This is an optimization exercise on Yosys and OpenROAD, whose aim is small area, a short achievable clock period and few clock cycles per item, not a production implementation. Only the layout flow was run in this run; the RTL was not checked for function there.

===== flow/design.v =====
module fir_top (
    input  wire       clk,
    input  wire       resetN,
    input  wire       sampleClk,
    input  wire [7:0] sample,
    output reg  [7:0] sum,
    output reg        dav
);
   reg [7:0] h1, h2, h3, h4, h5, h6, h7, h8;
   reg [8:0] s23, s14, s16;
   reg [9:0] m3;
   reg [19:0] t1, t2;
   reg [3:0] ic;
   wire busy = ~ic[3] | ~ic[2];
   wire en = sampleClk | busy;
   wire [7:0] xin = busy ? 8'd0 : sample;
   wire s_1, c_2;
   ha us_1 (h1[0], h2[0], s_1, c_2);
   wire s_3, c_4;
   ha us_3 (h1[1], h2[1], s_3, c_4);
   wire s_5, c_6;
   ha us_5 (h1[2], h2[2], s_5, c_6);
   wire s_7, c_8;
   ha us_7 (h1[3], h2[3], s_7, c_8);
   wire s_9, c_10;
   ha us_9 (h1[4], h2[4], s_9, c_10);
   wire s_11, c_12;
   ha us_11 (h1[5], h2[5], s_11, c_12);
   wire s_13, c_14;
   ha us_13 (h1[6], h2[6], s_13, c_14);
   wire s_15, c_16;
   ha us_15 (h1[7], h2[7], s_15, c_16);
   wire s_17, c_18;
   ha us_17 (h1[7], h2[7], s_17, c_18);
   wire G_19 = c_4 | (s_3 & c_2);
   wire G_21 = c_6 | (s_5 & c_4);
   wire P_22 = s_5 & s_3;
   wire G_23 = c_8 | (s_7 & c_6);
   wire P_24 = s_7 & s_5;
   wire G_25 = c_10 | (s_9 & c_8);
   wire P_26 = s_9 & s_7;
   wire G_27 = c_12 | (s_11 & c_10);
   wire P_28 = s_11 & s_9;
   wire G_29 = c_14 | (s_13 & c_12);
   wire P_30 = s_13 & s_11;
   wire G_31 = c_16 | (s_15 & c_14);
   wire P_32 = s_15 & s_13;
   wire G_33 = c_18 | (s_17 & c_16);
   wire P_34 = s_17 & s_15;
   wire G_35 = G_21 | (P_22 & c_2);
   wire G_37 = G_23 | (P_24 & G_19);
   wire G_39 = G_25 | (P_26 & G_21);
   wire P_40 = P_26 & P_22;
   wire G_41 = G_27 | (P_28 & G_23);
   wire P_42 = P_28 & P_24;
   wire G_43 = G_29 | (P_30 & G_25);
   wire P_44 = P_30 & P_26;
   wire G_45 = G_31 | (P_32 & G_27);
   wire P_46 = P_32 & P_28;
   wire G_47 = G_33 | (P_34 & G_29);
   wire P_48 = P_34 & P_30;
   wire G_49 = G_39 | (P_40 & c_2);
   wire G_51 = G_41 | (P_42 & G_19);
   wire G_53 = G_43 | (P_44 & G_35);
   wire G_55 = G_45 | (P_46 & G_37);
   wire G_57 = G_47 | (P_48 & G_39);
   wire P_58 = P_48 & P_40;
   wire G_59 = G_57 | (P_58 & c_2);
   wire [8:0] s23n;
   assign s23n[0] = ~(s_1);
   assign s23n[1] = ~(s_3 ^ c_2);
   assign s23n[2] = ~(s_5 ^ G_19);
   assign s23n[3] = ~(s_7 ^ G_35);
   assign s23n[4] = ~(s_9 ^ G_37);
   assign s23n[5] = ~(s_11 ^ G_49);
   assign s23n[6] = ~(s_13 ^ G_51);
   assign s23n[7] = ~(s_15 ^ G_53);
   assign s23n[8] = s_17 ^ G_55;
   wire s_61, c_62;
   ha us_61 (xin[0], h3[0], s_61, c_62);
   wire s_63, c_64;
   ha us_63 (xin[1], h3[1], s_63, c_64);
   wire s_65, c_66;
   ha us_65 (xin[2], h3[2], s_65, c_66);
   wire s_67, c_68;
   ha us_67 (xin[3], h3[3], s_67, c_68);
   wire s_69, c_70;
   ha us_69 (xin[4], h3[4], s_69, c_70);
   wire s_71, c_72;
   ha us_71 (xin[5], h3[5], s_71, c_72);
   wire s_73, c_74;
   ha us_73 (xin[6], h3[6], s_73, c_74);
   wire s_75, c_76;
   ha us_75 (xin[7], h3[7], s_75, c_76);
   wire s_77, c_78;
   ha us_77 (xin[7], h3[7], s_77, c_78);
   wire G_79 = c_64 | (s_63 & c_62);
   wire G_81 = c_66 | (s_65 & c_64);
   wire P_82 = s_65 & s_63;
   wire G_83 = c_68 | (s_67 & c_66);
   wire P_84 = s_67 & s_65;
   wire G_85 = c_70 | (s_69 & c_68);
   wire P_86 = s_69 & s_67;
   wire G_87 = c_72 | (s_71 & c_70);
   wire P_88 = s_71 & s_69;
   wire G_89 = c_74 | (s_73 & c_72);
   wire P_90 = s_73 & s_71;
   wire G_91 = c_76 | (s_75 & c_74);
   wire P_92 = s_75 & s_73;
   wire G_93 = c_78 | (s_77 & c_76);
   wire P_94 = s_77 & s_75;
   wire G_95 = G_81 | (P_82 & c_62);
   wire G_97 = G_83 | (P_84 & G_79);
   wire G_99 = G_85 | (P_86 & G_81);
   wire P_100 = P_86 & P_82;
   wire G_101 = G_87 | (P_88 & G_83);
   wire P_102 = P_88 & P_84;
   wire G_103 = G_89 | (P_90 & G_85);
   wire P_104 = P_90 & P_86;
   wire G_105 = G_91 | (P_92 & G_87);
   wire P_106 = P_92 & P_88;
   wire G_107 = G_93 | (P_94 & G_89);
   wire P_108 = P_94 & P_90;
   wire G_109 = G_99 | (P_100 & c_62);
   wire G_111 = G_101 | (P_102 & G_79);
   wire G_113 = G_103 | (P_104 & G_95);
   wire G_115 = G_105 | (P_106 & G_97);
   wire G_117 = G_107 | (P_108 & G_99);
   wire P_118 = P_108 & P_100;
   wire G_119 = G_117 | (P_118 & c_62);
   wire [8:0] s14n;
   assign s14n[0] = ~(s_61);
   assign s14n[1] = ~(s_63 ^ c_62);
   assign s14n[2] = ~(s_65 ^ G_79);
   assign s14n[3] = ~(s_67 ^ G_95);
   assign s14n[4] = ~(s_69 ^ G_97);
   assign s14n[5] = ~(s_71 ^ G_109);
   assign s14n[6] = ~(s_73 ^ G_111);
   assign s14n[7] = ~(s_75 ^ G_113);
   assign s14n[8] = s_77 ^ G_115;
   wire s_121, c_122;
   ha us_121 (xin[0], h5[0], s_121, c_122);
   wire s_123, c_124;
   ha us_123 (xin[1], h5[1], s_123, c_124);
   wire s_125, c_126;
   ha us_125 (xin[2], h5[2], s_125, c_126);
   wire s_127, c_128;
   ha us_127 (xin[3], h5[3], s_127, c_128);
   wire s_129, c_130;
   ha us_129 (xin[4], h5[4], s_129, c_130);
   wire s_131, c_132;
   ha us_131 (xin[5], h5[5], s_131, c_132);
   wire s_133, c_134;
   ha us_133 (xin[6], h5[6], s_133, c_134);
   wire s_135, c_136;
   ha us_135 (xin[7], h5[7], s_135, c_136);
   wire s_137, c_138;
   ha us_137 (xin[7], h5[7], s_137, c_138);
   wire G_139 = c_124 | (s_123 & c_122);
   wire G_141 = c_126 | (s_125 & c_124);
   wire P_142 = s_125 & s_123;
   wire G_143 = c_128 | (s_127 & c_126);
   wire P_144 = s_127 & s_125;
   wire G_145 = c_130 | (s_129 & c_128);
   wire P_146 = s_129 & s_127;
   wire G_147 = c_132 | (s_131 & c_130);
   wire P_148 = s_131 & s_129;
   wire G_149 = c_134 | (s_133 & c_132);
   wire P_150 = s_133 & s_131;
   wire G_151 = c_136 | (s_135 & c_134);
   wire P_152 = s_135 & s_133;
   wire G_153 = c_138 | (s_137 & c_136);
   wire P_154 = s_137 & s_135;
   wire G_155 = G_141 | (P_142 & c_122);
   wire G_157 = G_143 | (P_144 & G_139);
   wire G_159 = G_145 | (P_146 & G_141);
   wire P_160 = P_146 & P_142;
   wire G_161 = G_147 | (P_148 & G_143);
   wire P_162 = P_148 & P_144;
   wire G_163 = G_149 | (P_150 & G_145);
   wire P_164 = P_150 & P_146;
   wire G_165 = G_151 | (P_152 & G_147);
   wire P_166 = P_152 & P_148;
   wire G_167 = G_153 | (P_154 & G_149);
   wire P_168 = P_154 & P_150;
   wire G_169 = G_159 | (P_160 & c_122);
   wire G_171 = G_161 | (P_162 & G_139);
   wire G_173 = G_163 | (P_164 & G_155);
   wire G_175 = G_165 | (P_166 & G_157);
   wire G_177 = G_167 | (P_168 & G_159);
   wire P_178 = P_168 & P_160;
   wire G_179 = G_177 | (P_178 & c_122);
   wire [8:0] s16n;
   assign s16n[0] = ~(s_121);
   assign s16n[1] = ~(s_123 ^ c_122);
   assign s16n[2] = ~(s_125 ^ G_139);
   assign s16n[3] = ~(s_127 ^ G_155);
   assign s16n[4] = ~(s_129 ^ G_157);
   assign s16n[5] = ~(s_131 ^ G_169);
   assign s16n[6] = ~(s_133 ^ G_171);
   assign s16n[7] = ~(s_135 ^ G_173);
   assign s16n[8] = s_137 ^ G_175;
   wire s_181, c_182;
   ha us_181 (xin[1], xin[0], s_181, c_182);
   wire s_183, c_184;
   ha us_183 (xin[2], xin[1], s_183, c_184);
   wire s_185, c_186;
   ha us_185 (xin[3], xin[2], s_185, c_186);
   wire s_187, c_188;
   ha us_187 (xin[4], xin[3], s_187, c_188);
   wire s_189, c_190;
   ha us_189 (xin[5], xin[4], s_189, c_190);
   wire s_191, c_192;
   ha us_191 (xin[6], xin[5], s_191, c_192);
   wire s_193, c_194;
   ha us_193 (xin[7], xin[6], s_193, c_194);
   wire s_195, c_196;
   ha us_195 (xin[7], xin[7], s_195, c_196);
   wire s_197, c_198;
   ha us_197 (xin[7], xin[7], s_197, c_198);
   wire G_199 = c_182 | (s_181 & 1'b0);
   wire G_201 = c_184 | (s_183 & c_182);
   wire P_202 = s_183 & s_181;
   wire G_203 = c_186 | (s_185 & c_184);
   wire P_204 = s_185 & s_183;
   wire G_205 = c_188 | (s_187 & c_186);
   wire P_206 = s_187 & s_185;
   wire G_207 = c_190 | (s_189 & c_188);
   wire P_208 = s_189 & s_187;
   wire G_209 = c_192 | (s_191 & c_190);
   wire P_210 = s_191 & s_189;
   wire G_211 = c_194 | (s_193 & c_192);
   wire P_212 = s_193 & s_191;
   wire G_213 = c_196 | (s_195 & c_194);
   wire P_214 = s_195 & s_193;
   wire G_215 = c_198 | (s_197 & c_196);
   wire P_216 = s_197 & s_195;
   wire G_217 = G_201 | (P_202 & 1'b0);
   wire G_219 = G_203 | (P_204 & G_199);
   wire G_221 = G_205 | (P_206 & G_201);
   wire P_222 = P_206 & P_202;
   wire G_223 = G_207 | (P_208 & G_203);
   wire P_224 = P_208 & P_204;
   wire G_225 = G_209 | (P_210 & G_205);
   wire P_226 = P_210 & P_206;
   wire G_227 = G_211 | (P_212 & G_207);
   wire P_228 = P_212 & P_208;
   wire G_229 = G_213 | (P_214 & G_209);
   wire P_230 = P_214 & P_210;
   wire G_231 = G_215 | (P_216 & G_211);
   wire P_232 = P_216 & P_212;
   wire G_233 = G_221 | (P_222 & 1'b0);
   wire G_235 = G_223 | (P_224 & G_199);
   wire G_237 = G_225 | (P_226 & G_217);
   wire G_239 = G_227 | (P_228 & G_219);
   wire G_241 = G_229 | (P_230 & G_221);
   wire P_242 = P_230 & P_222;
   wire G_243 = G_231 | (P_232 & G_223);
   wire P_244 = P_232 & P_224;
   wire G_245 = G_241 | (P_242 & 1'b0);
   wire G_247 = G_243 | (P_244 & G_199);
   wire [9:0] m3n;
   assign m3n[0] = ~(xin[0]);
   assign m3n[1] = ~(s_181 ^ 1'b0);
   assign m3n[2] = ~(s_183 ^ G_199);
   assign m3n[3] = ~(s_185 ^ G_217);
   assign m3n[4] = ~(s_187 ^ G_219);
   assign m3n[5] = ~(s_189 ^ G_233);
   assign m3n[6] = ~(s_191 ^ G_235);
   assign m3n[7] = ~(s_193 ^ G_237);
   assign m3n[8] = ~(s_195 ^ G_239);
   assign m3n[9] = s_197 ^ G_245;
   wire s_249, c_250;
   fa us_249 (s23[5], s23[1], s14[8], s_249, c_250);
   wire s_251, c_252;
   xr xs_251 (s23[8], s23[6], s_251);
   anb ns_251 (s23[8], s23[6], c_252);
   wire s_253, c_254;
   fa us_253 (s23[7], s23[3], s14[8], s_253, c_254);
   wire s_255, c_256;
   xr xs_255 (s23[2], s23[0], s_255);
   anb ns_255 (s23[2], s23[0], c_256);
   wire s_257, c_258;
   fa us_257 (s23[1], s14[4], s14[2], s_257, c_258);
   wire s_259, c_260;
   xr xs_259 (s23[3], s14[0], s_259);
   anb ns_259 (s23[3], s14[0], c_260);
   wire s_261, c_262;
   fa us_261 (s23[2], s14[5], s14[3], s_261, c_262);
   wire s_263, c_264;
   xr xs_263 (s23[4], s14[1], s_263);
   anb ns_263 (s23[4], s14[1], c_264);
   wire s_265, c_266;
   fa us_265 (s23[3], s14[6], s14[4], s_265, c_266);
   wire s_267, c_268;
   xr xs_267 (s23[5], s14[2], s_267);
   anb ns_267 (s23[5], s14[2], c_268);
   wire s_269, c_270;
   fa us_269 (s23[4], s23[0], s14[7], s_269, c_270);
   wire s_271, c_272;
   fa us_271 (~s23[6], s14[5], s14[3], s_271, c_272);
   wire s_273, c_274;
   fa us_273 (s_249, s14[6], s14[4], s_273, c_274);
   wire s_275, c_276;
   ha us_275 (s23[7], s14[0], s_275, c_276);
   wire s_277, c_278;
   fa us_277 (c_250, s23[2], s14[7], s_277, c_278);
   wire s_279, c_280;
   fa us_279 (s_251, ~s14[5], s14[1], s_279, c_280);
   wire s_281, c_282;
   fa us_281 (c_252, s_253, s14[6], s_281, c_282);
   wire s_283, c_284;
   ha us_283 (s23[0], s14[2], s_283, c_284);
   wire s_285, c_286;
   fa us_285 (c_254, s23[8], s23[4], s_285, c_286);
   wire s_287, c_288;
   fa us_287 (s23[1], ~s14[7], s14[3], s_287, c_288);
   wire s_289, c_290;
   fa us_289 (s23[5], ~s23[2], s14[8], s_289, c_290);
   wire s_291, c_292;
   xr xs_291 (s23[6], s23[3], s_291);
   anb ns_291 (s23[3], s23[6], c_292);
   wire s_293, c_294;
   xr xs_293 (s23[7], s23[4], s_293);
   anb ns_293 (s23[4], s23[7], c_294);
   wire s_295, c_296;
   xr xs_295 (s23[8], s23[5], s_295);
   anb ns_295 (s23[5], s23[8], c_296);
   wire s_297, c_298;
   xr xs_297 (s_255, s14[3], s_297);
   anb ns_297 (s_255, s14[3], c_298);
   wire s_299, c_300;
   fa us_299 (c_256, s_257, ~s_259, s_299, c_300);
   wire s_301, c_302;
   fa us_301 (c_258, c_260, s_261, s_301, c_302);
   wire s_303, c_304;
   fa us_303 (c_262, c_264, s_265, s_303, c_304);
   wire s_305, c_306;
   fa us_305 (c_266, c_268, s_269, s_305, c_306);
   wire s_307, c_308;
   fa us_307 (c_270, c_272, s_273, s_307, c_308);
   wire s_309, c_310;
   fa us_309 (c_274, ~c_276, s_277, s_309, c_310);
   wire s_311, c_312;
   fa us_311 (c_278, ~c_280, s_281, s_311, c_312);
   wire s_313, c_314;
   fa us_313 (c_282, ~c_284, s_285, s_313, c_314);
   wire s_315, c_316;
   fa us_315 (c_286, ~c_288, s_289, s_315, c_316);
   wire s_317, c_318;
   fa us_317 (~c_290, s_291, s14[5], s_317, c_318);
   wire s_319, c_320;
   fa us_319 (~c_292, s_293, s14[6], s_319, c_320);
   wire s_321, c_322;
   fa us_321 (~c_294, s_295, s14[7], s_321, c_322);
   wire s_323, c_324;
   fa us_323 (~c_296, s23[6], s14[8], s_323, c_324);
   wire s_325, c_326;
   xr xs_325 (s23[0], s14[1], s_325);
   anb ns_325 (s23[0], s14[1], c_326);
   wire s_327, c_328;
   fa us_327 (~s23[1], s14[2], s14[0], s_327, c_328);
   wire s_329, c_330;
   fa us_329 (~s_297, s14[1], 1'b1, s_329, c_330);
   wire s_331, c_332;
   fa us_331 (c_298, s_299, 1'b1, s_331, c_332);
   wire s_333, c_334;
   fa us_333 (c_300, s_301, ~s_263, s_333, c_334);
   wire s_335, c_336;
   fa us_335 (c_302, s_303, ~s_267, s_335, c_336);
   wire s_337, c_338;
   fa us_337 (c_304, s_305, s_271, s_337, c_338);
   wire s_339, c_340;
   fa us_339 (c_306, s_307, ~s_275, s_339, c_340);
   wire s_341, c_342;
   fa us_341 (c_308, s_309, ~s_279, s_341, c_342);
   wire s_343, c_344;
   fa us_343 (c_310, s_311, ~s_283, s_343, c_344);
   wire s_345, c_346;
   fa us_345 (c_312, s_313, ~s_287, s_345, c_346);
   wire s_347, c_348;
   fa us_347 (c_314, s_315, ~s14[4], s_347, c_348);
   wire s_349, c_350;
   fa us_349 (c_316, ~s_317, 1'b1, s_349, c_350);
   wire s_351, c_352;
   ha us_351 (c_318, s_319, s_351, c_352);
   wire s_353, c_354;
   ha us_353 (c_320, s_321, s_353, c_354);
   wire s_355, c_356;
   ha us_355 (c_322, s_323, s_355, c_356);
   wire s_357, c_358;
   xr xs_357 (c_324, s23[7], s_357);
   nr ns_357 (c_324, s23[7], c_358);
   wire s_359, c_360;
   ha us_359 (s14[0], 1'b1, s_359, c_360);
   wire s_361, c_362;
   xr xs_361 (s_325, 1'b1, s_361);
   anb ns_361 (s_325, 1'b1, c_362);
   wire s_363, c_364;
   ha us_363 (c_326, s_327, s_363, c_364);
   wire s_365, c_366;
   ha us_365 (c_328, s_329, s_365, c_366);
   wire s_367, c_368;
   ha us_367 (c_330, s_331, s_367, c_368);
   wire s_369, c_370;
   ha us_369 (c_332, s_333, s_369, c_370);
   wire s_371, c_372;
   ha us_371 (c_334, s_335, s_371, c_372);
   wire s_373, c_374;
   ha us_373 (c_336, s_337, s_373, c_374);
   wire s_375, c_376;
   ha us_375 (c_338, s_339, s_375, c_376);
   wire s_377, c_378;
   ha us_377 (c_340, s_341, s_377, c_378);
   wire s_379, c_380;
   ha us_379 (c_342, s_343, s_379, c_380);
   wire s_381, c_382;
   ha us_381 (c_344, s_345, s_381, c_382);
   wire s_383, c_384;
   ha us_383 (c_346, s_347, s_383, c_384);
   wire s_385, c_386;
   ha us_385 (c_348, s_349, s_385, c_386);
   wire s_387, c_388;
   xr xs_387 (c_350, s_351, s_387);
   anb ns_387 (s_351, c_350, c_388);
   wire s_389, c_390;
   xr xs_389 (c_352, s_353, s_389);
   nr ns_389 (c_352, s_353, c_390);
   wire s_391, c_392;
   xr xs_391 (c_354, s_355, s_391);
   nr ns_391 (c_354, s_355, c_392);
   wire s_393, c_394;
   xr xs_393 (c_356, s_357, s_393);
   anb ns_393 (c_356, s_357, c_394);
   wire s_395, c_396;
   xr xs_395 (c_358, s23[8], s_395);
   anb ns_395 (s23[8], c_358, c_396);
   wire G_397 = c_362 | (~s_361 & c_360);
   wire G_399 = c_364 | (s_363 & c_362);
   wire P_400 = s_363 & ~s_361;
   wire G_401 = c_366 | (s_365 & c_364);
   wire P_402 = s_365 & s_363;
   wire G_403 = c_368 | (s_367 & c_366);
   wire P_404 = s_367 & s_365;
   wire G_405 = c_370 | (s_369 & c_368);
   wire P_406 = s_369 & s_367;
   wire G_407 = c_372 | (s_371 & c_370);
   wire P_408 = s_371 & s_369;
   wire G_409 = c_374 | (s_373 & c_372);
   wire P_410 = s_373 & s_371;
   wire G_411 = c_376 | (s_375 & c_374);
   wire P_412 = s_375 & s_373;
   wire G_413 = c_378 | (s_377 & c_376);
   wire P_414 = s_377 & s_375;
   wire G_415 = c_380 | (s_379 & c_378);
   wire P_416 = s_379 & s_377;
   wire G_417 = c_382 | (s_381 & c_380);
   wire P_418 = s_381 & s_379;
   wire G_419 = c_384 | (s_383 & c_382);
   wire P_420 = s_383 & s_381;
   wire G_421 = c_386 | (s_385 & c_384);
   wire P_422 = s_385 & s_383;
   wire G_423 = c_388 | (~s_387 & c_386);
   wire P_424 = ~s_387 & s_385;
   wire G_425 = c_390 | (s_389 & c_388);
   wire P_426 = s_389 & ~s_387;
   wire G_427 = c_392 | (s_391 & c_390);
   wire P_428 = s_391 & s_389;
   wire G_429 = c_394 | (~s_393 & c_392);
   wire P_430 = ~s_393 & s_391;
   wire G_431 = c_396 | (~s_395 & c_394);
   wire P_432 = ~s_395 & ~s_393;
   wire G_433 = 1'b0 | (1'b1 & c_396);
   wire P_434 = 1'b1 & ~s_395;
   wire G_435 = G_399 | (P_400 & c_360);
   wire G_437 = G_401 | (P_402 & G_397);
   wire G_439 = G_403 | (P_404 & G_399);
   wire P_440 = P_404 & P_400;
   wire G_441 = G_405 | (P_406 & G_401);
   wire P_442 = P_406 & P_402;
   wire G_443 = G_407 | (P_408 & G_403);
   wire P_444 = P_408 & P_404;
   wire G_445 = G_409 | (P_410 & G_405);
   wire P_446 = P_410 & P_406;
   wire G_447 = G_411 | (P_412 & G_407);
   wire P_448 = P_412 & P_408;
   wire G_449 = G_413 | (P_414 & G_409);
   wire P_450 = P_414 & P_410;
   wire G_451 = G_415 | (P_416 & G_411);
   wire P_452 = P_416 & P_412;
   wire G_453 = G_417 | (P_418 & G_413);
   wire P_454 = P_418 & P_414;
   wire G_455 = G_419 | (P_420 & G_415);
   wire P_456 = P_420 & P_416;
   wire G_457 = G_421 | (P_422 & G_417);
   wire P_458 = P_422 & P_418;
   wire G_459 = G_423 | (P_424 & G_419);
   wire P_460 = P_424 & P_420;
   wire G_461 = G_425 | (P_426 & G_421);
   wire P_462 = P_426 & P_422;
   wire G_463 = G_427 | (P_428 & G_423);
   wire P_464 = P_428 & P_424;
   wire G_465 = G_429 | (P_430 & G_425);
   wire P_466 = P_430 & P_426;
   wire G_467 = G_431 | (P_432 & G_427);
   wire P_468 = P_432 & P_428;
   wire G_469 = G_433 | (P_434 & G_429);
   wire P_470 = P_434 & P_430;
   wire G_471 = G_439 | (P_440 & c_360);
   wire G_473 = G_441 | (P_442 & G_397);
   wire G_475 = G_443 | (P_444 & G_435);
   wire G_477 = G_445 | (P_446 & G_437);
   wire G_479 = G_447 | (P_448 & G_439);
   wire P_480 = P_448 & P_440;
   wire G_481 = G_449 | (P_450 & G_441);
   wire P_482 = P_450 & P_442;
   wire G_483 = G_451 | (P_452 & G_443);
   wire P_484 = P_452 & P_444;
   wire G_485 = G_453 | (P_454 & G_445);
   wire P_486 = P_454 & P_446;
   wire G_487 = G_455 | (P_456 & G_447);
   wire P_488 = P_456 & P_448;
   wire G_489 = G_457 | (P_458 & G_449);
   wire P_490 = P_458 & P_450;
   wire G_491 = G_459 | (P_460 & G_451);
   wire P_492 = P_460 & P_452;
   wire G_493 = G_461 | (P_462 & G_453);
   wire P_494 = P_462 & P_454;
   wire G_495 = G_463 | (P_464 & G_455);
   wire P_496 = P_464 & P_456;
   wire G_497 = G_465 | (P_466 & G_457);
   wire P_498 = P_466 & P_458;
   wire G_499 = G_467 | (P_468 & G_459);
   wire P_500 = P_468 & P_460;
   wire G_501 = G_469 | (P_470 & G_461);
   wire P_502 = P_470 & P_462;
   wire G_503 = G_479 | (P_480 & c_360);
   wire G_505 = G_481 | (P_482 & G_397);
   wire G_507 = G_483 | (P_484 & G_435);
   wire G_509 = G_485 | (P_486 & G_437);
   wire G_511 = G_487 | (P_488 & G_471);
   wire G_513 = G_489 | (P_490 & G_473);
   wire G_515 = G_491 | (P_492 & G_475);
   wire G_517 = G_493 | (P_494 & G_477);
   wire G_519 = G_495 | (P_496 & G_479);
   wire P_520 = P_496 & P_480;
   wire G_521 = G_497 | (P_498 & G_481);
   wire P_522 = P_498 & P_482;
   wire G_523 = G_499 | (P_500 & G_483);
   wire P_524 = P_500 & P_484;
   wire G_525 = G_501 | (P_502 & G_485);
   wire P_526 = P_502 & P_486;
   wire G_527 = G_519 | (P_520 & c_360);
   wire G_529 = G_521 | (P_522 & G_397);
   wire G_531 = G_523 | (P_524 & G_435);
   wire G_533 = G_525 | (P_526 & G_437);
   wire [19:0] t2n;
   assign t2n[0] = s_359;
   assign t2n[1] = ~s_361 ^ c_360;
   assign t2n[2] = s_363 ^ G_397;
   assign t2n[3] = s_365 ^ G_435;
   assign t2n[4] = s_367 ^ G_437;
   assign t2n[5] = s_369 ^ G_471;
   assign t2n[6] = s_371 ^ G_473;
   assign t2n[7] = s_373 ^ G_475;
   assign t2n[8] = s_375 ^ G_477;
   assign t2n[9] = s_377 ^ G_503;
   assign t2n[10] = s_379 ^ G_505;
   assign t2n[11] = s_381 ^ G_507;
   assign t2n[12] = s_383 ^ G_509;
   assign t2n[13] = s_385 ^ G_511;
   assign t2n[14] = ~s_387 ^ G_513;
   assign t2n[15] = s_389 ^ G_515;
   assign t2n[16] = s_391 ^ G_517;
   assign t2n[17] = ~s_393 ^ G_527;
   assign t2n[18] = ~s_395 ^ G_529;
   assign t2n[19] = ~(1'b1 ^ G_531);
   wire s_535, c_536;
   ha us_535 (t2[5], s16[3], s_535, c_536);
   wire s_537, c_538;
   fa us_537 (t2[6], s16[4], s16[2], s_537, c_538);
   wire s_539, c_540;
   xr xs_539 (s16[0], h7[6], s_539);
   anb ns_539 (h7[6], s16[0], c_540);
   wire s_541, c_542;
   fa us_541 (t2[7], s16[5], s16[3], s_541, c_542);
   wire s_543, c_544;
   fa us_543 (s16[1], h7[7], h7[4], s_543, c_544);
   wire s_545, c_546;
   fa us_545 (t2[8], s16[6], s16[4], s_545, c_546);
   wire s_547, c_548;
   ha us_547 (s16[2], h7[5], s_547, c_548);
   wire s_549, c_550;
   fa us_549 (t2[9], s16[7], s16[5], s_549, c_550);
   wire s_551, c_552;
   ha us_551 (s16[3], h7[6], s_551, c_552);
   wire s_553, c_554;
   fa us_553 (t2[10], s16[8], s16[6], s_553, c_554);
   wire s_555, c_556;
   xr xs_555 (s16[4], h7[7], s_555);
   anb ns_555 (h7[7], s16[4], c_556);
   wire s_557, c_558;
   ha us_557 (t2[3], s16[1], s_557, c_558);
   wire s_559, c_560;
   fa us_559 (t2[4], s16[2], s16[0], s_559, c_560);
   wire s_561, c_562;
   xr xs_561 (h7[4], h7[1], s_561);
   anb ns_561 (h7[4], h7[1], c_562);
   wire s_563, c_564;
   fa us_563 (s_535, s16[1], h7[2], s_563, c_564);
   wire s_565, c_566;
   fa us_565 (h7[5], h7[0], ~h8[2], s_565, c_566);
   wire s_567, c_568;
   fa us_567 (c_536, s_537, h7[3], s_567, c_568);
   wire s_569, c_570;
   fa us_569 (s_539, h7[1], ~h8[3], s_569, c_570);
   wire s_571, c_572;
   fa us_571 (c_538, c_540, s_541, s_571, c_572);
   wire s_573, c_574;
   fa us_573 (s_543, ~h7[2], h8[4], s_573, c_574);
   wire s_575, c_576;
   fa us_575 (c_542, c_544, s_545, s_575, c_576);
   wire s_577, c_578;
   fa us_577 (s_547, ~h7[3], h8[5], s_577, c_578);
   wire s_579, c_580;
   fa us_579 (c_546, c_548, s_549, s_579, c_580);
   wire s_581, c_582;
   fa us_581 (s_551, ~h7[4], h8[6], s_581, c_582);
   wire s_583, c_584;
   fa us_583 (c_550, c_552, s_553, s_583, c_584);
   wire s_585, c_586;
   fa us_585 (s_555, h7[5], h8[7], s_585, c_586);
   wire s_587, c_588;
   fa us_587 (c_554, c_556, t2[11], s_587, c_588);
   wire s_589, c_590;
   fa us_589 (s16[7], s16[5], ~h7[6], s_589, c_590);
   wire s_591, c_592;
   fa us_591 (t2[12], s16[8], s16[6], s_591, c_592);
   wire s_593, c_594;
   xr xs_593 (s_557, h7[3], s_593);
   anb ns_593 (h7[3], s_557, c_594);
   wire s_595, c_596;
   fa us_595 (c_558, s_559, h8[1], s_595, c_596);
   wire s_597, c_598;
   fa us_597 (c_560, c_562, s_563, s_597, c_598);
   wire s_599, c_600;
   fa us_599 (c_564, ~c_566, s_567, s_599, c_600);
   wire s_601, c_602;
   fa us_601 (c_568, s_571, s_573, s_601, c_602);
   wire s_603, c_604;
   fa us_603 (c_572, c_574, s_575, s_603, c_604);
   wire s_605, c_606;
   fa us_605 (c_576, c_578, s_579, s_605, c_606);
   wire s_607, c_608;
   fa us_607 (c_580, c_582, s_583, s_607, c_608);
   wire s_609, c_610;
   fa us_609 (c_584, s_587, s_589, s_609, c_610);
   wire s_611, c_612;
   fa us_611 (c_588, c_590, s_591, s_611, c_612);
   wire s_613, c_614;
   ha us_613 (c_592, t2[13], s_613, c_614);
   wire s_615, c_616;
   ha us_615 (t2[2], s16[0], s_615, c_616);
   wire s_617, c_618;
   fa us_617 (~s_593, h7[0], h8[0], s_617, c_618);
   wire s_619, c_620;
   fa us_619 (c_594, s_595, ~s_561, s_619, c_620);
   wire s_621, c_622;
   fa us_621 (c_596, s_597, ~s_565, s_621, c_622);
   wire s_623, c_624;
   fa us_623 (c_598, s_599, ~s_569, s_623, c_624);
   wire s_625, c_626;
   fa us_625 (c_600, s_601, ~c_570, s_625, c_626);
   wire s_627, c_628;
   fa us_627 (c_602, s_603, s_577, s_627, c_628);
   wire s_629, c_630;
   fa us_629 (c_604, s_605, s_581, s_629, c_630);
   wire s_631, c_632;
   fa us_631 (c_606, s_607, ~s_585, s_631, c_632);
   wire s_633, c_634;
   fa us_633 (c_608, s_609, ~c_586, s_633, c_634);
   wire s_635, c_636;
   fa us_635 (c_610, s_611, h7[7], s_635, c_636);
   wire s_637, c_638;
   fa us_637 (c_612, s_613, s16[7], s_637, c_638);
   wire s_639, c_640;
   fa us_639 (c_614, t2[14], s16[8], s_639, c_640);
   wire s_641, c_642;
   xr xs_641 (t2[0], h7[0], s_641);
   anb ns_641 (h7[0], t2[0], c_642);
   wire s_643, c_644;
   xr xs_643 (t2[1], h7[1], s_643);
   anb ns_643 (h7[1], t2[1], c_644);
   wire s_645, c_646;
   xr xs_645 (s_615, h7[2], s_645);
   anb ns_645 (h7[2], s_615, c_646);
   wire s_647, c_648;
   ha us_647 (c_616, s_617, s_647, c_648);
   wire s_649, c_650;
   ha us_649 (c_618, s_619, s_649, c_650);
   wire s_651, c_652;
   ha us_651 (c_620, s_621, s_651, c_652);
   wire s_653, c_654;
   ha us_653 (c_622, s_623, s_653, c_654);
   wire s_655, c_656;
   ha us_655 (c_624, s_625, s_655, c_656);
   wire s_657, c_658;
   ha us_657 (c_626, s_627, s_657, c_658);
   wire s_659, c_660;
   ha us_659 (c_628, s_629, s_659, c_660);
   wire s_661, c_662;
   ha us_661 (c_630, s_631, s_661, c_662);
   wire s_663, c_664;
   ha us_663 (c_632, s_633, s_663, c_664);
   wire s_665, c_666;
   ha us_665 (c_634, s_635, s_665, c_666);
   wire s_667, c_668;
   ha us_667 (c_636, s_637, s_667, c_668);
   wire s_669, c_670;
   ha us_669 (c_638, s_639, s_669, c_670);
   wire s_671, c_672;
   ha us_671 (c_640, t2[15], s_671, c_672);
   wire G_673 = c_644 | (~s_643 & c_642);
   wire G_675 = c_646 | (~s_645 & c_644);
   wire P_676 = ~s_645 & ~s_643;
   wire G_677 = c_648 | (s_647 & c_646);
   wire P_678 = s_647 & ~s_645;
   wire G_679 = c_650 | (s_649 & c_648);
   wire P_680 = s_649 & s_647;
   wire G_681 = c_652 | (s_651 & c_650);
   wire P_682 = s_651 & s_649;
   wire G_683 = c_654 | (s_653 & c_652);
   wire P_684 = s_653 & s_651;
   wire G_685 = c_656 | (s_655 & c_654);
   wire P_686 = s_655 & s_653;
   wire G_687 = c_658 | (s_657 & c_656);
   wire P_688 = s_657 & s_655;
   wire G_689 = c_660 | (s_659 & c_658);
   wire P_690 = s_659 & s_657;
   wire G_691 = c_662 | (s_661 & c_660);
   wire P_692 = s_661 & s_659;
   wire G_693 = c_664 | (s_663 & c_662);
   wire P_694 = s_663 & s_661;
   wire G_695 = c_666 | (s_665 & c_664);
   wire P_696 = s_665 & s_663;
   wire G_697 = c_668 | (s_667 & c_666);
   wire P_698 = s_667 & s_665;
   wire G_699 = c_670 | (s_669 & c_668);
   wire P_700 = s_669 & s_667;
   wire G_701 = c_672 | (s_671 & c_670);
   wire P_702 = s_671 & s_669;
   wire G_703 = 1'b0 | (t2[16] & c_672);
   wire P_704 = t2[16] & s_671;
   wire G_705 = 1'b0 | (t2[17] & 1'b0);
   wire P_706 = t2[17] & t2[16];
   wire G_707 = 1'b0 | (t2[18] & 1'b0);
   wire P_708 = t2[18] & t2[17];
   wire G_709 = 1'b0 | (t2[19] & 1'b0);
   wire P_710 = t2[19] & t2[18];
   wire G_711 = G_675 | (P_676 & c_642);
   wire G_713 = G_677 | (P_678 & G_673);
   wire G_715 = G_679 | (P_680 & G_675);
   wire P_716 = P_680 & P_676;
   wire G_717 = G_681 | (P_682 & G_677);
   wire P_718 = P_682 & P_678;
   wire G_719 = G_683 | (P_684 & G_679);
   wire P_720 = P_684 & P_680;
   wire G_721 = G_685 | (P_686 & G_681);
   wire P_722 = P_686 & P_682;
   wire G_723 = G_687 | (P_688 & G_683);
   wire P_724 = P_688 & P_684;
   wire G_725 = G_689 | (P_690 & G_685);
   wire P_726 = P_690 & P_686;
   wire G_727 = G_691 | (P_692 & G_687);
   wire P_728 = P_692 & P_688;
   wire G_729 = G_693 | (P_694 & G_689);
   wire P_730 = P_694 & P_690;
   wire G_731 = G_695 | (P_696 & G_691);
   wire P_732 = P_696 & P_692;
   wire G_733 = G_697 | (P_698 & G_693);
   wire P_734 = P_698 & P_694;
   wire G_735 = G_699 | (P_700 & G_695);
   wire P_736 = P_700 & P_696;
   wire G_737 = G_701 | (P_702 & G_697);
   wire P_738 = P_702 & P_698;
   wire G_739 = G_703 | (P_704 & G_699);
   wire P_740 = P_704 & P_700;
   wire G_741 = G_705 | (P_706 & G_701);
   wire P_742 = P_706 & P_702;
   wire G_743 = G_707 | (P_708 & G_703);
   wire P_744 = P_708 & P_704;
   wire G_745 = G_709 | (P_710 & G_705);
   wire P_746 = P_710 & P_706;
   wire G_747 = G_715 | (P_716 & c_642);
   wire G_749 = G_717 | (P_718 & G_673);
   wire G_751 = G_719 | (P_720 & G_711);
   wire G_753 = G_721 | (P_722 & G_713);
   wire G_755 = G_723 | (P_724 & G_715);
   wire P_756 = P_724 & P_716;
   wire G_757 = G_725 | (P_726 & G_717);
   wire P_758 = P_726 & P_718;
   wire G_759 = G_727 | (P_728 & G_719);
   wire P_760 = P_728 & P_720;
   wire G_761 = G_729 | (P_730 & G_721);
   wire P_762 = P_730 & P_722;
   wire G_763 = G_731 | (P_732 & G_723);
   wire P_764 = P_732 & P_724;
   wire G_765 = G_733 | (P_734 & G_725);
   wire P_766 = P_734 & P_726;
   wire G_767 = G_735 | (P_736 & G_727);
   wire P_768 = P_736 & P_728;
   wire G_769 = G_737 | (P_738 & G_729);
   wire P_770 = P_738 & P_730;
   wire G_771 = G_739 | (P_740 & G_731);
   wire P_772 = P_740 & P_732;
   wire G_773 = G_741 | (P_742 & G_733);
   wire P_774 = P_742 & P_734;
   wire G_775 = G_743 | (P_744 & G_735);
   wire P_776 = P_744 & P_736;
   wire G_777 = G_745 | (P_746 & G_737);
   wire P_778 = P_746 & P_738;
   wire G_779 = G_755 | (P_756 & c_642);
   wire G_781 = G_757 | (P_758 & G_673);
   wire G_783 = G_759 | (P_760 & G_711);
   wire G_785 = G_761 | (P_762 & G_713);
   wire G_787 = G_763 | (P_764 & G_747);
   wire G_789 = G_765 | (P_766 & G_749);
   wire G_791 = G_767 | (P_768 & G_751);
   wire G_793 = G_769 | (P_770 & G_753);
   wire G_795 = G_771 | (P_772 & G_755);
   wire P_796 = P_772 & P_756;
   wire G_797 = G_773 | (P_774 & G_757);
   wire P_798 = P_774 & P_758;
   wire G_799 = G_775 | (P_776 & G_759);
   wire P_800 = P_776 & P_760;
   wire G_801 = G_777 | (P_778 & G_761);
   wire P_802 = P_778 & P_762;
   wire G_803 = G_795 | (P_796 & c_642);
   wire G_805 = G_797 | (P_798 & G_673);
   wire G_807 = G_799 | (P_800 & G_711);
   wire G_809 = G_801 | (P_802 & G_713);
   wire [19:0] t1n;
   assign t1n[0] = ~s_641;
   assign t1n[1] = ~s_643 ^ c_642;
   assign t1n[2] = ~s_645 ^ G_673;
   assign t1n[3] = s_647 ^ G_711;
   assign t1n[4] = s_649 ^ G_713;
   assign t1n[5] = s_651 ^ G_747;
   assign t1n[6] = s_653 ^ G_749;
   assign t1n[7] = s_655 ^ G_751;
   assign t1n[8] = s_657 ^ G_753;
   assign t1n[9] = s_659 ^ G_779;
   assign t1n[10] = s_661 ^ G_781;
   assign t1n[11] = s_663 ^ G_783;
   assign t1n[12] = s_665 ^ G_785;
   assign t1n[13] = s_667 ^ G_787;
   assign t1n[14] = s_669 ^ G_789;
   assign t1n[15] = s_671 ^ G_791;
   assign t1n[16] = t2[16] ^ G_793;
   assign t1n[17] = t2[17] ^ G_803;
   assign t1n[18] = t2[18] ^ G_805;
   assign t1n[19] = ~(t2[19] ^ G_807);
   wire s_811, c_812;
   ha us_811 (t1[3], m3[0], s_811, c_812);
   wire s_813, c_814;
   fa us_813 (t1[4], m3[1], ~h1[4], s_813, c_814);
   wire s_815, c_816;
   fa us_815 (t1[5], m3[2], ~h1[5], s_815, c_816);
   wire s_817, c_818;
   fa us_817 (t1[6], m3[3], ~h1[6], s_817, c_818);
   wire s_819, c_820;
   fa us_819 (t1[7], m3[4], h1[7], s_819, c_820);
   wire s_821, c_822;
   ha us_821 (t1[8], m3[5], s_821, c_822);
   wire s_823, c_824;
   ha us_823 (t1[9], m3[6], s_823, c_824);
   wire s_825, c_826;
   ha us_825 (t1[10], m3[7], s_825, c_826);
   wire s_827, c_828;
   ha us_827 (t1[11], m3[8], s_827, c_828);
   wire s_829, c_830;
   ha us_829 (t1[12], m3[9], s_829, c_830);
   wire s_831, c_832;
   xr xs_831 (t1[0], h1[0], s_831);
   anb ns_831 (h1[0], t1[0], c_832);
   wire s_833, c_834;
   xr xs_833 (t1[1], h1[1], s_833);
   anb ns_833 (h1[1], t1[1], c_834);
   wire s_835, c_836;
   xr xs_835 (t1[2], h1[2], s_835);
   anb ns_835 (h1[2], t1[2], c_836);
   wire s_837, c_838;
   xr xs_837 (s_811, h1[3], s_837);
   anb ns_837 (h1[3], s_811, c_838);
   wire s_839, c_840;
   ha us_839 (c_812, s_813, s_839, c_840);
   wire s_841, c_842;
   ha us_841 (c_814, s_815, s_841, c_842);
   wire s_843, c_844;
   ha us_843 (c_816, s_817, s_843, c_844);
   wire s_845, c_846;
   ha us_845 (c_818, s_819, s_845, c_846);
   wire s_847, c_848;
   ha us_847 (c_820, s_821, s_847, c_848);
   wire s_849, c_850;
   ha us_849 (c_822, s_823, s_849, c_850);
   wire s_851, c_852;
   ha us_851 (c_824, s_825, s_851, c_852);
   wire G_853 = c_834 | (~s_833 & c_832);
   wire G_855 = c_836 | (~s_835 & c_834);
   wire P_856 = ~s_835 & ~s_833;
   wire G_857 = c_838 | (~s_837 & c_836);
   wire P_858 = ~s_837 & ~s_835;
   wire G_859 = c_840 | (s_839 & c_838);
   wire P_860 = s_839 & ~s_837;
   wire G_861 = c_842 | (s_841 & c_840);
   wire P_862 = s_841 & s_839;
   wire G_863 = c_844 | (s_843 & c_842);
   wire P_864 = s_843 & s_841;
   wire G_865 = c_846 | (s_845 & c_844);
   wire P_866 = s_845 & s_843;
   wire G_867 = c_848 | (s_847 & c_846);
   wire P_868 = s_847 & s_845;
   wire G_869 = c_850 | (s_849 & c_848);
   wire P_870 = s_849 & s_847;
   wire G_871 = c_852 | (s_851 & c_850);
   wire P_872 = s_851 & s_849;
   wire G_873 = 1'b0 | (1'b0 & c_852);
   wire P_874 = 1'b0 & s_851;
   wire G_875 = G_855 | (P_856 & c_832);
   wire G_877 = G_857 | (P_858 & G_853);
   wire G_879 = G_859 | (P_860 & G_855);
   wire P_880 = P_860 & P_856;
   wire G_881 = G_861 | (P_862 & G_857);
   wire P_882 = P_862 & P_858;
   wire G_883 = G_863 | (P_864 & G_859);
   wire P_884 = P_864 & P_860;
   wire G_885 = G_865 | (P_866 & G_861);
   wire P_886 = P_866 & P_862;
   wire G_887 = G_867 | (P_868 & G_863);
   wire P_888 = P_868 & P_864;
   wire G_889 = G_869 | (P_870 & G_865);
   wire P_890 = P_870 & P_866;
   wire G_891 = G_871 | (P_872 & G_867);
   wire P_892 = P_872 & P_868;
   wire G_893 = G_873 | (P_874 & G_869);
   wire P_894 = P_874 & P_870;
   wire G_895 = G_879 | (P_880 & c_832);
   wire G_897 = G_881 | (P_882 & G_853);
   wire G_899 = G_883 | (P_884 & G_875);
   wire G_901 = G_885 | (P_886 & G_877);
   wire G_903 = G_887 | (P_888 & G_879);
   wire P_904 = P_888 & P_880;
   wire G_905 = G_889 | (P_890 & G_881);
   wire P_906 = P_890 & P_882;
   wire G_907 = G_891 | (P_892 & G_883);
   wire P_908 = P_892 & P_884;
   wire G_909 = G_893 | (P_894 & G_885);
   wire P_910 = P_894 & P_886;
   wire G_911 = G_903 | (P_904 & c_832);
   wire G_913 = G_905 | (P_906 & G_853);
   wire G_915 = G_907 | (P_908 & G_875);
   wire G_917 = G_909 | (P_910 & G_877);
   wire [11:0] rl;
   assign rl[0] = ~s_831;
   assign rl[1] = ~s_833 ^ c_832;
   assign rl[2] = ~s_835 ^ G_853;
   assign rl[3] = ~s_837 ^ G_875;
   assign rl[4] = s_839 ^ G_877;
   assign rl[5] = s_841 ^ G_895;
   assign rl[6] = s_843 ^ G_897;
   assign rl[7] = s_845 ^ G_899;
   assign rl[8] = s_847 ^ G_901;
   assign rl[9] = s_849 ^ G_911;
   assign rl[10] = s_851 ^ G_913;
   assign rl[11] = 1'b0 ^ G_915;
   wire c11 = rl[11];
   wire s_919, c_920;
   ha us_919 (c_826, s_827, s_919, c_920);
   wire s_921, c_922;
   ha us_921 (c_828, s_829, s_921, c_922);
   wire s_923, c_924;
   ha us_923 (c_830, t1[13], s_923, c_924);
   wire G_925 = c_922 | (s_921 & c_920);
   wire G_927 = c_924 | (s_923 & c_922);
   wire P_928 = s_923 & s_921;
   wire G_929 = 1'b0 | (t1[14] & c_924);
   wire P_930 = t1[14] & s_923;
   wire G_931 = 1'b0 | (t1[15] & 1'b0);
   wire P_932 = t1[15] & t1[14];
   wire G_933 = 1'b0 | (t1[16] & 1'b0);
   wire P_934 = t1[16] & t1[15];
   wire G_935 = 1'b0 | (t1[17] & 1'b0);
   wire P_936 = t1[17] & t1[16];
   wire G_937 = 1'b0 | (t1[18] & 1'b0);
   wire P_938 = t1[18] & t1[17];
   wire G_939 = 1'b0 | (t1[19] & 1'b0);
   wire P_940 = t1[19] & t1[18];
   wire G_941 = G_927 | (P_928 & c_920);
   wire G_943 = G_929 | (P_930 & G_925);
   wire G_945 = G_931 | (P_932 & G_927);
   wire P_946 = P_932 & P_928;
   wire G_947 = G_933 | (P_934 & G_929);
   wire P_948 = P_934 & P_930;
   wire G_949 = G_935 | (P_936 & G_931);
   wire P_950 = P_936 & P_932;
   wire G_951 = G_937 | (P_938 & G_933);
   wire P_952 = P_938 & P_934;
   wire G_953 = G_939 | (P_940 & G_935);
   wire P_954 = P_940 & P_936;
   wire G_955 = G_945 | (P_946 & c_920);
   wire G_957 = G_947 | (P_948 & G_925);
   wire G_959 = G_949 | (P_950 & G_941);
   wire G_961 = G_951 | (P_952 & G_943);
   wire G_963 = G_953 | (P_954 & G_945);
   wire P_964 = P_954 & P_946;
   wire G_965 = G_963 | (P_964 & c_920);
   wire [8:0] q;
   assign q[0] = s_919;
   assign q[1] = s_921 ^ c_920;
   assign q[2] = s_923 ^ G_925;
   assign q[3] = t1[14] ^ G_941;
   assign q[4] = t1[15] ^ G_943;
   assign q[5] = t1[16] ^ G_955;
   assign q[6] = t1[17] ^ G_957;
   assign q[7] = t1[18] ^ G_959;
   assign q[8] = t1[19] ^ G_961;
   wire c7;
   carry7 uc7 (rl[9:3], sample[6:0], c7);
   wire [7:0] v1 = q[7:0] + 8'd1;
   wire [7:0] v2 = q[7:0] + 8'd2;
   wire signed [8:0] qs = q;
   wire [5:0] sp = {qs >= 9'sd126, qs >= 9'sd127, qs >= 9'sd127, qs >= 9'sd128, qs >= 9'sd128, qs >= 9'sd129};
   wire [5:0] sn = {qs < -9'sd130, qs < -9'sd129, qs < -9'sd129, qs < -9'sd128, qs < -9'sd128, qs < -9'sd127};
   wire [7:0] out0, out1, sumNext;
   outm uo0 (c11, rl[10], sample[7], 1'b0, q[7:0], v1, v2, sp, sn, out0);
   outm uo1 (c11, rl[10], sample[7], 1'b1, q[7:0], v1, v2, sp, sn, out1);
   mux8 uom (c7, out0, out1, sumNext);
   always @(posedge clk, negedge resetN)
     if (!resetN) begin
        ic <= 4'd0;
        dav <= 1'b0;
     end else begin
        if (busy) ic <= ic + 4'd1;
        dav <= sampleClk & ~busy;
     end
   always @(posedge clk) begin
      sum <= sumNext;
      if (en) begin
         t1 <= t1n; t2 <= t2n;
         s23 <= s23n; s14 <= s14n; s16 <= s16n;
         m3 <= m3n;
         h1 <= xin; h2 <= h1; h3 <= h2; h4 <= h3;
         h5 <= h4; h6 <= h5; h7 <= h6; h8 <= h7;
      end
   end
endmodule
module carry7 (input [6:0] a, input [6:0] b, output c);
   wire [7:0] s = {1'b0, a} + {1'b0, b};
   assign c = s[7];
endmodule
module outm (input c11, input r7, input x7, input c, input [7:0] v0,
             input [7:0] v1, input [7:0] v2, input [5:0] sp, input [5:0] sn,
             output reg [7:0] o);
   reg [5:0] k;
   always @* begin
      case ({c11, r7, x7, c})
        4'b0010: k = 6'b000001;
        4'b0000, 4'b0011, 4'b0110: k = 6'b000010;
        4'b0001, 4'b0100, 4'b0111, 4'b1010: k = 6'b000100;
        4'b0101, 4'b1000, 4'b1011, 4'b1110: k = 6'b001000;
        4'b1001, 4'b1100, 4'b1111: k = 6'b010000;
        4'b1101: k = 6'b100000;
        default: k = 6'b000000;
      endcase
      if (|(k & sp)) o = 8'h7f;
      else if (|(k & sn)) o = 8'h80;
      else if (k[5] | k[4]) o = v2;
      else if (k[3] | k[2]) o = v1;
      else o = v0;
   end
endmodule
module mux8 (input s, input [7:0] a, input [7:0] b, output [7:0] y);
   assign y = s ? b : a;
endmodule
module fa (input a, input b, input c, output s, output co);
   assign s = a ^ b ^ c;
   assign co = (a & b) | (a & c) | (b & c);
endmodule
module ha (input a, input b, output s, output co);
   assign s = a ^ b;
   assign co = a & b;
endmodule
module xr (input a, input b, output y);
   assign y = a ^ b;
endmodule
module nr (input a, input b, output y);
   assign y = ~(a | b);
endmodule
module anb (input a, input b, output y);
   assign y = ~a & b;
endmodule

===== flow/run.sh =====
#!/bin/bash
# synth_recipe.tcl (not shown) runs the flow's synth.tcl, then flattens the netlist and writes it again
# the make line also repeats each setting of config.mk as NAME=value (left out here)
make -C /OpenROAD-flow-scripts/flow DESIGN_CONFIG=/design/flow/config.mk WORK_HOME=/design/flow/orfs CLKGATE_MAP_FILE= SYNTH_SCRIPT=/design/flow/synth_recipe.tcl finish

===== flow/config.mk =====
export PLATFORM = sky130hd
export DESIGN_NAME = fir_top
export DESIGN_NICKNAME = fir_top
export VERILOG_FILES = /design/flow/design.v
export SDC_FILE = /design/flow/constraint.sdc
export NUM_CORES = 4
export LEC_CHECK = 0
export CAP_MARGIN = 20
export CORE_MARGIN = 2
export CORE_UTILIZATION = 65
export CTS_BUF_LIST = sky130_fd_sc_hd__clkbuf_8
export CTS_CLUSTER_SIZE = 30
export SETUP_SLACK_MARGIN = 5
export SLEW_MARGIN = 20
export SYNTH_HIERARCHICAL = 1

===== flow/constraint.sdc =====
create_clock -name core_clock -period 10.0 [get_ports {clk}]
set_input_delay 2.0000 -clock core_clock [delete_from_list [all_inputs] [get_ports {clk}]]
set_output_delay 2.0000 -clock core_clock [all_outputs]
set_load 0.01 [all_outputs]

==> flow_summary_export.csv <==
group,metric,value,unit
outcome,status,"timing/DRC/antenna clean",
timing,worstMarginPinSlew,1.015,ns
floorplan,ios,20,
clock_network,cts_buffer_depth,2,
timing,max_freq,207.9,MHz
cells_and_area,area_growth,6.738,%
synthesis,synth_edf_count,141,
route,finalWirelength,23.60,mm
timing,rsz0062_at_grt,"false",
clock_network,ctsResizeCount,0,
floorplan,coreArea,18770,um^2
floorplan,die_area,20290,um^2
route,remaining_drc_errors,0,
synthesis,synthTopCellsByCount,"edfxtp_1, ha_1, inv_1",
synthesis,avgSynthCellArea,11.53,um^2
clock_network,cts_root_buf,"clkbuf_8",
synthesis,seq_area_frac_synth,0.3627,
setup_path,crit_slowest_cell,"fa_1",
setup_path,cp.arrival,5.02,ns
synthesis,synthCells,1081,
floorplan,start_util,0.6639,
clock_network,cts_buffers,17,
synthesis,yosysMostFrequentCell,"edfxtp_1",
hold_path,hold_path_class,"reg2reg",
clock_network,htreeDepth,4,
timing,fin_skew,0.01715,ns
placement,placed_area,12890,um^2
cells_and_area,drive_gt1_frac,0.08021,
clock_network,cts_setup_buffers,0,
route,routedWlPerCell,17.40,um
timing,tns,0,ns
global_route,antenna_found_initial,0,
timing,timing.final.max_slew_violations,0,
route,drt_iter0_drc,408,
placement,gp_congestion,0.8094,
global_route,grt_pass1_vias,7893,
cells_and_area,diodes,0,
job,max_cap_violations,0,
setup_path,start_kind,"flip-flop",
cells_and_area,nets,1318,
setup_path,path_buf_inv,0,
global_route,track_usage,0.2479,
setup_path,crit_fanout,7,
placement,portBuffers,19,
setup_path,worstSetupStartpoint,"h7[7]$_DFFE_PP_",
clock_network,cts.sink_count,154,
floorplan,die_h,142.5,um
synthesis,ys_warn_count,8,
setup_path,cp_cell_sequence,"fa_1 > fa_1 > fa_1 > fa_1 > ha_1 > a2111o_1 > a211o_1 > a311o_1 > a21oi_2 > nor2_2 > o311ai_2 > xnor2_1",
synthesis,ys_seq_elements,154,
synthesis,synth.distinct_cells,75,
route,num_vias,7920,
clock_network,path_clk_slew,0.10,ns
timing,hold_viol,0,
route,ant_nets,0,
global_route,overflow,0,
cells_and_area,fin_area,13300,um^2
clock_network,cts_tree,"done",
synthesis,async_flop_share,0.03247,
setup_path,crit_required,10.21,ns
setup_path,crit_path_end_kind,"flip-flop",
hold_path,hold_start,"h6[7]$_DFFE_PP_",
clock_network,cts_hold_buf,0,
synthesis,yosysTopAreaCell,"edfxtp_1",
setup_path,worst_path_most_repeated_cell,"fa_1",
route,first_pass_iters,5,
setup_path,r2r-start,"h7[7]$_DFFE_PP_",
timing,slew_headroom,0.3232,
timing,post-route-period-util,0.4811,
floorplan,die_w,142.5,um
clock_network,insertion_delay,0.45,ns
synthesis,yosysTopAreaCellShare,0.3398,
timing,period_needed,4.811,ns
route,vias_per_cell,5.841,
setup_path,worstSetupPathType,"reg2reg",
placement,dpl.hpwl,18.69,mm
synthesis,synthTopCellsByArea,"edfxtp_1, fa_1, ha_1",
global_route,grt_pass1_wl,39.14,mm
synthesis,ys.flop_type,"edfxtp_1",
global_route,grt_max_degree,83,
floorplan,core.rowCount,50,
setup_path,worst_path_largest_cell_delay,0.57,ns
synthesis,syn_area,12460,um^2
setup_path,cp_top_family,"adder cells",
timing,setup_violations,0,
[placed cells by master (no fill, tap or decap), types with 19 or more instances in the layout]
| cell type | n |
|---|---|
| nor3_1 | 20 |
| nor2_1 | 51 |
| fa_1 | 86 |
| nand2b_1 | 22 |
| o21ai_0 | 26 |
| xnor2_1 | 48 |
| nand3_1 | 21 |
| a21oi_1 | 84 |
| nor2b_4 | 25 |
| ha_1 | 112 |
| edfxtp_1 | 141 |
| xor2_1 | 50 |
| nand2_1 | 39 |
| inv_1 | 95 |
| a21o_1 | 19 |
| mux2i_1 | 24 |
| clkdlybuf4s50_1 | 19 |
[path summary, 6_finish.rpt]
kind	to	slack, ns	cells after the start
min in group asynchronous	ic[1]$_DFFE_PN0P_	1.76	1
max in group asynchronous	ic[2]$_DFFE_PN0P_	8.04	1
max reg2reg	t1[18]$_DFFE_PP_	5.19	12
min reg2reg	h7[7]$_DFFE_PP_	0.43	0
min	h7[7]$_DFFE_PP_	0.43	0
max	t1[18]$_DFFE_PP_	5.19	12
[Yosys stat by module (local to each module, per instance)]
module,copies in the design,cells inside
ha,89,1
outm,2,79
fir_top,1,670
fa,86,1
carry7,1,14
xr,27,1
mux8,1,9
anb,25,1
nr,3,1
[area by class of cell]
| type | instances | area, um^2 |
|---|---|---|
| timing repair buffer | 23 | 220.2 |
| inverter | 95 | 356.6 |
| clock buffer | 17 | 234.0 |
| multi-input combinational | 818 | 7505 |
| tap | 234 | 292.8 |
| clock inverter | 15 | 172.7 |
| sequential | 154 | 4519 |
| fill | 1347 | 5468 |
[through the flow]
stage,utilization,std cells,setup slack [ns],hold slack (ns)
after floorplan,-,1089,5.416,0.4003
after global placement,0.6870,1324,5.274,0.4007
after detailed placement,0.6870,1324,5.171,0.4045
after CTS,0.7087,1356,5.175,0.4251
after global routing,0.7087,1356,5.023,0.4370
final,0.7087,1356,5.189,0.4256
[registers in the layout, summed over array words and instances (netlist names), 9 cells and up]
register / flops
s14: 9
t2: 20
m3: 10
s23: 9
t1: 20
s16: 9
[kinds of logic (layout without fill, tap and decap cells)]
family / Yosys count / in the layout / synth area share
compound gates: 227 / 227 / 0.1223
xor+xnor: 98 / 98 / 0.06888
fa+ha+maj: 198 / 198 / 0.2506
buf+inv: 117 / 150 / 0.03856
flops: 154 / 154 / 0.3627
mux: 37 / 37 / 0.03344
other cells: 2 / 10 / 0.0006027
simple gates: 248 / 248 / 0.1229
[per-layer routing]
layer | GRT usage | up-vias | wire length, um
met5 | 0 | - | 0
met4 | 0.05159 | 0 | 267
met3 | 0.03499 | 19 | 678
met2 | 0.4423 | 114 | 12000
met1 | 0.3247 | 3860 | 10650
li1 | - | 3927 | -

[port drivers added, routing unchanged]
How much do the figures lean on ideal ports? The routed layout below was timed once more, with nothing changed but the port constraints. Step 1, drivers: a clkbuf_16 drives clk and a buf_2 each remaining input, both assumed. Step 2, shift: input delay + t, output delay - t, t = (earliest + latest rising clock arrival at the registers) / 2. This alone moves slack from input paths to output paths. Slacks: ideal / step 1 / step 2; pairs: ideal / step 1.
shift t [ns]: 0.485
slack for setup (ns): 5.189 / 5.189 / 5.189
latest minus earliest clock arrival (ns): 0.017 / 0.017
pins driven straight from the clock port: 1
After both steps this run still meets setup and hold. The setup slack of this run moves by 0.000 ns with the drivers and by 0.000 ns with both steps.
